Source: an optimization exercise on an open RTL-to-GDS flow (aim: small area, a short achievable clock period and few clock cycles per item). Production flows keep margins and buffers that such runs may drop. At most, simulation tests tie the RTL to the original design; equivalence was not proved.

==> inputs of run a <==
## fast_power
module fast_power (
    input             clk,
    input             rst,
    input             start,
    input      [31:0] base,
    input      [31:0] exponent,
    output     [31:0] result,
    output reg        done
);
export LEC_CHECK = 0
export ABC_AREA = 1
export CAP_MARGIN = 60
export CORE_MARGIN = 2
export CORE_UTILIZATION = 40
export GPL_ROUTABILITY_DRIVEN = 0
export GPL_TIMING_DRIVEN = 1
export SLEW_MARGIN = 75
create_clock -name core_clock -period 24.0 [get_ports {clk}]
standard.sh (not shown) runs the stock make flow with config.mk's settings and CLKGATE_MAP_FILE= SYNTH_SCRIPT=/design/flow/synth_recipe.tcl, a recipe that flattens the netlist after the stock synthesis.
==> flow/flow/run.sh <==
#!/bin/bash
# Standard layout with two changes: the port buffers are buf_1 cells instead
# of the default delay buffers, and after the standard synthesis the netlist's
# inverters around full adders are removed by flow/fa_polarity.py (a full
# adder with all inputs inverted gives both outputs inverted). Each tool's
# output goes to a log file of its own here.
set -euo pipefail
export BUFFER_PORTS_ARGS="-buffer_cell sky130_fd_sc_hd__buf_1"
bash standard.sh synth > synth.log 2>&1
R=orfs/results/sky130hd/fast_power/base
cp $R/1_2_yosys.v 1_2_yosys.standard.v
python3 flow/fa_polarity.py 1_2_yosys.standard.v $R/1_2_yosys.v > fa_polarity.log 2>&1
rm -f $R/1_synth.odb $R/1_synth.sdc
bash standard.sh > layout.log 2>&1
Other scripts of this flow, unchanged in this note and not shown: flow/flow/fa_polarity.py
==> inputs of run b, as changes to run a <==
--- a/flow/config.mk
+++ b/flow/config.mk
@@ -8,7 +8,6 @@
 export ABC_AREA = 1
 export CAP_MARGIN = 60
 export CORE_MARGIN = 2
-export CORE_UTILIZATION = 40
-export GPL_ROUTABILITY_DRIVEN = 0
-export GPL_TIMING_DRIVEN = 1
+export CORE_UTILIZATION = 60
+export PLACE_DENSITY = 0.75
 export SLEW_MARGIN = 75
==> summary.md <==
| Metric | Value |
|---|---|
| Share of layout cells above drive strength 1 | 8.02% |
| Dpl cell area | 0.0208 mm^2 |
| # rows | 78 |
| Worst Tran Pin Value | 0.402 ns |
| Final Core Density | 46.9% |
| Status | complete, no violations |
| Via count | 18800 |
| Area grow syn2layout | 15.2% |
| Vias in the first global route | 19100 |
| GR Util All Layers | 28.6% |
| Most frequent cells in the layout | nand2_1 (620), o22ai_1 (266), fa_1 (249) |
Source of the figures above: run a

==> summary.md <==
| Metric | Value |
|---|---|
| Via count | 19500 |
| Status | complete, no violations |
| Worst Tran Pin Value | 0.417 ns |
| Dpl cell area | 0.0205 mm^2 |
| Final Core Density | 68.9% |
| # rows | 64 |
| Area grow syn2layout | 13.6% |
| Most frequent cells in the layout | nand2_1 (622), o22ai_1 (266), fa_1 (249) |
Source of the figures above: run b

Testbench counts of run a, summed over its fixed seeds: cycles 59,928, items 2,400.
Testbench counts of run b, summed over its fixed seeds: cycles 59,928, items 2,400.

========
==> inputs of 12-01 <==
fast_power again, from the RTL that the note above started with.
==> flow/design.v (excerpt) <==
module fast_power (
    input             clk,
    input             rst,
    input             start,
    input      [31:0] base,
    input      [31:0] exponent,
    output     [31:0] result,
    output reg        done
);
clock: 24.0 ns
lec_check: 0
abc_area: 1
cap_margin: 60
core_margin: 2
core_utilization: 40
slew_margin: 75
Scripts as last shown in full above: flow/flow/run.sh
Other scripts of this flow, unchanged in this note and not shown: flow/flow/fa_polarity.py
==> inputs of 12-24, as changes to 12-01 <==
CAP_MARGIN = 40   (was 60)
==> inputs of 07-27, as changes to 12-01 <==
SLEW_MARGIN = 70   (was 75)
==> impl_metrics.ini <==
[global_route]
grt_pass1_wl_um = 105700
gr-usage-met3_pct = 4.352
grt_max_degree = 47

[timing]
fin_hold_ws_ns = 0.5139
fin_ws_ns = 16.80

[cells_and_area]
final_cells = 3209
buf_share_pct = 6.357

[setup_path]
cp.arrival_ns = 7.45
critPathMaxStageDelay_ns = 0.62

[run_status]
outcome = no timing/DRC/antenna violations

[detailed_routing]
wl_per_cell_um = 21.00
via_per_inst = 5.865
That was 12-01.
==> impl_metrics.ini <==
[run_status]
outcome = no timing/DRC/antenna violations

[setup_path]
cp.arrival_ns = 7.63
rr_worst_depth = 30
r2r-end = r_e[6]

[detailed_routing]
wl_per_cell_um = 21.20
via_per_inst = 5.901

[cells_and_area]
buf_share_pct = 5.233

[global_route]
grt_pass1_wl_um = 106300
grt_max_degree = 71

[timing]
fin_hold_ws_ns = 0.5076
fin_ws_ns = 16.62
That was 07-27.
==> impl_metrics.ini <==
[run_status]
outcome = no timing/DRC/antenna violations

[cells_and_area]
final_cells = 3208
buf_share_pct = 6.260
layout-drive-gt1-share_pct = 8.129

[synth]
synth_area_um2 = 18500

[timing]
fin_ws_ns = 16.74

[global_route]
use_met1_pct = 37.83
grt_pass1_wl_um = 105900
gr-usage-met3_pct = 4.671
grt_max_degree = 47

[setup_path]
crit_family = adder cells
cp.arrival_ns = 7.51
critPathMaxStageDelay_ns = 0.62

[detailed_routing]
via_per_inst = 5.868
wl_per_cell_um = 21.01
That was 12-24.
Testbench counts of 12-01, summed over its fixed seeds: cycles 59,928, items 2,400.
Testbench counts of 12-24, summed over its fixed seeds: cycles 59,928, items 2,400.
Testbench counts of 07-27, summed over its fixed seeds: cycles 59,928, items 2,400.

========
==> 11-02: inputs <==
fast_power again, from the RTL that the note above started with.
==> module fast_power, before the edit <==
module fast_power (
    input             clk,
    input             rst,
    input             start,
    input      [31:0] base,
    input      [31:0] exponent,
    output     [31:0] result,
    output reg        done
);
  reg        busy;
  reg        r_one;    
  reg        op_r;     
  reg [31:0] e;        
  reg        b_s;
  reg  [7:0] b_e;
  reg        b_l;
  reg [22:0] b_f;
  reg        r_s;
  reg  [7:0] r_e;
  reg        r_l;
  reg [22:0] r_f;
  assign result = {r_s, r_e, r_f};
  wire b_den  = ~b_l & (|b_f);           
  wire r_den  = ~r_l & (|r_f);
  wire e_zero = ~(|e);
  wire e_last = ~(|e[31:1]);
  wire        x_s = op_r ? r_s : b_s;
  wire  [7:0] x_e = op_r ? r_e : b_e;
  wire        x_l = op_r ? r_l : b_l;
  wire [22:0] x_f = op_r ? r_f : b_f;
  wire [47:0] p;
  fpu_multiply mul (.x(x_f), .y(b_f), .p(p));
  wire        m_zero = ~(x_l & b_l);
  wire  [7:0] e_hi   = x_e + b_e + 8'd130;           
  wire  [7:0] e_lo   = x_e + b_e + 8'd129;
  wire  [7:0] m_e    = m_zero ? 8'd0 : (p[47] ? e_hi : e_lo);
  wire [22:0] m_f    = m_zero ? 23'd0 : (p[47] ? p[46:24] : p[45:23]);
  wire        m_s    = x_s ^ b_s;
  wire        m_l    = ~m_zero & (p[47] ? (|e_hi) : (|e_lo));
  wire cap      = ~busy & ~done;               
  wire do_bnorm = busy & b_den;
  wire do_rnorm = busy & ~b_den & op_r & r_den;
  wire do_rmul  = busy & ~b_den & op_r & ~r_den;
  wire do_step  = busy & ~b_den & ~op_r & ~e_zero;    
  wire do_copy  = do_step & e[0] & r_one;
  wire finish   = e_zero | ((do_rmul | do_step) & e_last);
  wire [32:0] b_v    = {b_s, b_e, b_l, b_f};
  wire [32:0] r_v    = {r_s, r_e, r_l, r_f};
  wire [32:0] m_v    = {m_s, m_e, m_l, m_f};
  wire [32:0] base_v = {base[31], base[30:23], |base[30:23], base[22:0]};
  wire [32:0] one_v  = {1'b0, 8'd127, 1'b1, 23'd0};
  wire [32:0] b_sh   = {b_s, b_e - 8'd1, b_f, 1'b0};
  wire [32:0] r_sh   = {r_s, r_e - 8'd1, r_f, 1'b0};
  wire b_hold = ~(cap | do_bnorm | do_step);
  wire r_hold = ~(cap | do_rnorm | do_rmul | do_copy);
  wire [32:0] b_n = ({33{cap}} & base_v) | ({33{do_bnorm}} & b_sh) |
                    ({33{do_step}} & m_v) | ({33{b_hold}} & b_v);
  wire [32:0] r_n = ({33{cap}} & one_v) | ({33{do_rnorm}} & r_sh) |
                    ({33{do_rmul}} & m_v) | ({33{do_copy}} & b_v) |
                    ({33{r_hold}} & r_v);
  wire        op_r_n  = cap ? 1'b0 :
                        do_rmul ? 1'b0 :
                        do_step ? (e[1] & ~(r_one & ~e[0])) : op_r;
  wire        r_one_n = cap | (r_one & ~do_copy);
  wire [31:0] e_n     = cap ? exponent : (do_step ? {1'b0, e[31:1]} : e);
  always @(posedge clk) begin
    {b_s, b_e, b_l, b_f} <= b_n;
    {r_s, r_e, r_l, r_f} <= r_n;
    e <= e_n;  op_r <= op_r_n;  r_one <= r_one_n;
  end
  always @(posedge clk) begin
    if (rst) begin
      busy <= 1'b0;
      done <= 1'b0;
    end else if (!busy) begin
      if (done) begin
        if (!start) done <= 1'b0;
      end else if (start) begin
        busy <= 1'b1;
      end
    end else if (!start) begin
      busy <= 1'b0;
    end else if (finish) begin
      busy <= 1'b0;
      done <= 1'b1;
    end
  end
endmodule
make LEC_CHECK=0 ABC_AREA=1 CAP_MARGIN=60 CORE_MARGIN=2 CORE_UTILIZATION=40 SLEW_MARGIN=65 finish   # period 24.0 ns
run.sh (not shown) runs the stock make flow with config.mk's settings and CLKGATE_MAP_FILE= SYNTH_SCRIPT=/design/flow/synth_recipe.tcl, a recipe that flattens the netlist after the stock synthesis.
Stock flow here: none of the scripts above is used.
==> inputs of 03-06, as changes to 11-02 <==
==> flow/flow/run.sh (new file) <==
#!/bin/bash
# Standard layout, with the port buffers made of buf_1 cells instead of
# the default delay buffers. Each tool's output goes to a log file here.
set -e
cp standard.sh standard_copy.sh.txt
export BUFFER_PORTS_ARGS="-buffer_cell sky130_fd_sc_hd__buf_1"
bash standard.sh > standard.log 2>&1
==> flow/standard.sh (new file) <==
#!/bin/bash
# synth_recipe.tcl (not shown) runs the flow's synth.tcl, then flattens the netlist and writes it again
# the make line also repeats each setting of config.mk as NAME=value (left out here)
make -C /OpenROAD-flow-scripts/flow DESIGN_CONFIG=/design/flow/config.mk WORK_HOME=/design/flow/orfs CLKGATE_MAP_FILE= SYNTH_SCRIPT=/design/flow/synth_recipe.tcl "${@:-finish}"
Settings changed: ABC_AREA 1 to 0, SLEW_MARGIN 65 to 75.
removed: flow/run.sh
==> inputs of 10-13, as changes to 11-02 <==
--- a/flow/design.v
+++ b/flow/design.v
@@ -1264,6 +1264,7 @@
   reg        busy;
   reg        r_one;    
   reg        op_r;     
+  reg        op_b;     
   reg [31:0] e;        
   reg        b_s;
   reg  [7:0] b_e;
@@ -1281,16 +1282,17 @@
   wire        x_s = op_r ? r_s : b_s;
   wire  [7:0] x_e = op_r ? r_e : b_e;
   wire        x_l = op_r ? r_l : b_l;
-  wire [22:0] x_f = op_r ? r_f : b_f;
+  wire [22:0] x_f = ({23{op_r}} & r_f) | ({23{op_b}} & b_f);
   wire [47:0] p;
   fpu_multiply mul (.x(x_f), .y(b_f), .p(p));
   wire        m_zero = ~(x_l & b_l);
   wire  [7:0] e_hi   = x_e + b_e + 8'd130;           
   wire  [7:0] e_lo   = x_e + b_e + 8'd129;
-  wire  [7:0] m_e    = m_zero ? 8'd0 : (p[47] ? e_hi : e_lo);
-  wire [22:0] m_f    = m_zero ? 23'd0 : (p[47] ? p[46:24] : p[45:23]);
+  wire        l_hi   = |e_hi;
+  wire        l_lo   = |e_lo;
   wire        m_s    = x_s ^ b_s;
-  wire        m_l    = ~m_zero & (p[47] ? (|e_hi) : (|e_lo));
+  wire [32:0] m_v    = p[47] ? {m_s, e_hi, l_hi, p[46:24]} : {m_s, e_lo, l_lo, p[45:23]};
+  wire [32:0] z_v    = {m_s, 32'd0};
   wire cap      = ~busy & ~done;               
   wire do_bnorm = busy & b_den;
   wire do_rnorm = busy & ~b_den & op_r & r_den;
@@ -1300,18 +1302,19 @@
   wire finish   = e_zero | ((do_rmul | do_step) & e_last);
   wire [32:0] b_v    = {b_s, b_e, b_l, b_f};
   wire [32:0] r_v    = {r_s, r_e, r_l, r_f};
-  wire [32:0] m_v    = {m_s, m_e, m_l, m_f};
   wire [32:0] base_v = {base[31], base[30:23], |base[30:23], base[22:0]};
   wire [32:0] one_v  = {1'b0, 8'd127, 1'b1, 23'd0};
   wire [32:0] b_sh   = {b_s, b_e - 8'd1, b_f, 1'b0};
   wire [32:0] r_sh   = {r_s, r_e - 8'd1, r_f, 1'b0};
   wire b_hold = ~(cap | do_bnorm | do_step);
   wire r_hold = ~(cap | do_rnorm | do_rmul | do_copy);
-  wire [32:0] b_n = ({33{cap}} & base_v) | ({33{do_bnorm}} & b_sh) |
-                    ({33{do_step}} & m_v) | ({33{b_hold}} & b_v);
-  wire [32:0] r_n = ({33{cap}} & one_v) | ({33{do_rnorm}} & r_sh) |
-                    ({33{do_rmul}} & m_v) | ({33{do_copy}} & b_v) |
-                    ({33{r_hold}} & r_v);
+  wire [32:0] b_alt = ({33{cap}} & base_v) | ({33{do_bnorm}} & b_sh) |
+                      ({33{do_step}} & z_v) | ({33{b_hold}} & b_v);
+  wire [32:0] r_alt = ({33{cap}} & one_v) | ({33{do_rnorm}} & r_sh) |
+                      ({33{do_rmul}} & z_v) | ({33{do_copy}} & b_v) |
+                      ({33{r_hold}} & r_v);
+  wire [32:0] b_n = (do_step & ~m_zero) ? m_v : b_alt;
+  wire [32:0] r_n = (do_rmul & ~m_zero) ? m_v : r_alt;
   wire        op_r_n  = cap ? 1'b0 :
                         do_rmul ? 1'b0 :
                         do_step ? (e[1] & ~(r_one & ~e[0])) : op_r;
@@ -1320,7 +1323,7 @@
   always @(posedge clk) begin
     {b_s, b_e, b_l, b_f} <= b_n;
     {r_s, r_e, r_l, r_f} <= r_n;
-    e <= e_n;  op_r <= op_r_n;  r_one <= r_one_n;
+    e <= e_n;  op_r <= op_r_n;  op_b <= ~op_r_n;  r_one <= r_one_n;
   end
   always @(posedge clk) begin
     if (rst) begin
Settings changed: SLEW_MARGIN 65 to 75.
==> inputs of 04-12, as changes to 11-02 <==
--- a/flow/design.v
+++ b/flow/design.v
@@ -1273,6 +1273,7 @@
   reg  [7:0] r_e;
   reg        r_l;
   reg [22:0] r_f;
+  reg [22:0] x_f;
   assign result = {r_s, r_e, r_f};
   wire b_den  = ~b_l & (|b_f);           
   wire r_den  = ~r_l & (|r_f);
@@ -1281,9 +1282,8 @@
   wire        x_s = op_r ? r_s : b_s;
   wire  [7:0] x_e = op_r ? r_e : b_e;
   wire        x_l = op_r ? r_l : b_l;
-  wire [22:0] x_f = op_r ? r_f : b_f;
   wire [47:0] p;
-  fpu_multiply mul (.x(x_f), .y(b_f), .p(p));
+  fpu_multiply mul (.x(b_f), .y(x_f), .p(p));
   wire        m_zero = ~(x_l & b_l);
   wire  [7:0] e_hi   = x_e + b_e + 8'd130;           
   wire  [7:0] e_lo   = x_e + b_e + 8'd129;
@@ -1317,10 +1317,20 @@
                         do_step ? (e[1] & ~(r_one & ~e[0])) : op_r;
   wire        r_one_n = cap | (r_one & ~do_copy);
   wire [31:0] e_n     = cap ? exponent : (do_step ? {1'b0, e[31:1]} : e);
+  wire x_m   = do_step & ~op_r_n;                       
+  wire x_bsh = do_bnorm & ~op_r;
+  wire x_rsh = do_rnorm;
+  wire x_b   = do_rmul | (do_step & op_r_n & do_copy);
+  wire x_cap = cap;
+  wire x_r   = ~(x_m | x_bsh | x_rsh | x_b | x_cap);
+  wire [22:0] x_n = ({23{x_cap}} & base[22:0]) | ({23{x_bsh}} & {b_f[21:0], 1'b0}) |
+                    ({23{x_rsh}} & {r_f[21:0], 1'b0}) | ({23{x_b}} & b_f) |
+                    ({23{x_r}} & r_f) | ({23{x_m}} & m_f);
   always @(posedge clk) begin
     {b_s, b_e, b_l, b_f} <= b_n;
     {r_s, r_e, r_l, r_f} <= r_n;
     e <= e_n;  op_r <= op_r_n;  r_one <= r_one_n;
+    x_f <= x_n;
   end
   always @(posedge clk) begin
     if (rst) begin
Settings changed: SLEW_MARGIN 65 to 75.
==> comparison table <==
quantity                                                                             10-13                    11-02                    04-12                    03-06
Outcome                                                            complete, no violations  complete, no violations  complete, no violations  complete, no violations
Gp weighted congestion                                                               0.920                    0.952                    0.938                    0.946
Routed length per instance                                                         20.9 um                  21.1 um                  21.8 um                  24.0 um
Worst endpoint required time                                                      24.24 ns                 24.26 ns                 24.34 ns                 24.25 ns
Standard cell core area                                                        50,100 um^2              49,100 um^2              52,300 um^2              61,500 um^2
Non-clock inverter instance count of the final layout                                  476                      397                      431                      228
Topmost layer with routed signal wires                                                met4                     met4                     met4                     met5
Number of antenna violations at the first check in global routing                        0                        0                        0                        1
Violation count after the first detailed-route iteration                             2,198                    1,783                    2,161                    3,219
Total vias in the final route                                                       19,475                   19,029                   20,678                   26,072
Number of buffers added by the clock tree synthesis step                                 9                        9                       17                        9
Worst slew margin relative to its limit                                              0.736                    0.657                    0.742                    0.742
Wire length of the first global-routing pass                                        111 mm                   109 mm                   119 mm                   147 mm
Total cell area at the placement stage                                         22,200 um^2              21,700 um^2              23,200 um^2              26,700 um^2
Met3 Usage GRT                                                                      0.0463                   0.0330                   0.0546                   0.0503
Hold endpoint                                                                r_one$_DFF_P_              r_s$_DFF_P_            r_one$_DFF_P_            r_one$_DFF_P_
Gr usage total                                                                       0.270                    0.276                    0.284                    0.296
Wire length on met1                                                                28.6 mm                  29.7 mm                  30.6 mm                  39.6 mm
Clock sinks                                                                            103                      102                      125                      102
End of the critical path                                                    r_f[8]$_DFF_P_          b_f[10]$_DFF_P_          r_f[17]$_DFF_P_           r_e[7]$_DFF_P_
Testbench counts of 11-02, summed over its fixed seeds: cycles 59,928, items 2,400.
Testbench counts of 03-06, summed over its fixed seeds: cycles 59,928, items 2,400.
No functional check of the RTL was part of 10-13 and 04-12.

-- separate check: timing with driven ports --
How much do the figures lean on ideal ports? The routed layouts below were timed once more, with nothing changed but the port constraints.
Step 1 (the two cells are an assumption about what drives the block):
set clk [get_ports {clk}]
set_driving_cell -lib_cell sky130_fd_sc_hd__clkbuf_16 $clk
set_driving_cell -lib_cell sky130_fd_sc_hd__buf_2 [delete_from_list [all_inputs] $clk]
Step 2 also shifts input and output timing later by t, the mid clock arrival at the registers, as if the neighbouring blocks saw the same clock.
a / b / c = ideal / step 1 / step 2; a / b = the first two.
run	t, ns	setup slack, ns	worst data-port slew with drivers (ns)
run a	0.399	16.616 / 16.616 / 16.616	0.05
run b	0.395	16.716 / 16.716 / 16.716	0.04
12-01	0.395	16.802 / 16.802 / 16.802	0.06
12-24	0.402	16.742 / 16.742 / 16.742	0.05
07-27	0.397	16.620 / 16.620 / 16.620	0.04
11-02	0.407	16.209 / 16.209 / 16.209	0.08
03-06	0.402	15.238 / 15.238 / 15.238	0.05
10-13	0.398	16.567 / 16.567 / 16.567	0.05
04-12	0.492	16.679 / 16.679 / 16.679	0.06
After both steps every run listed still meets setup and hold.
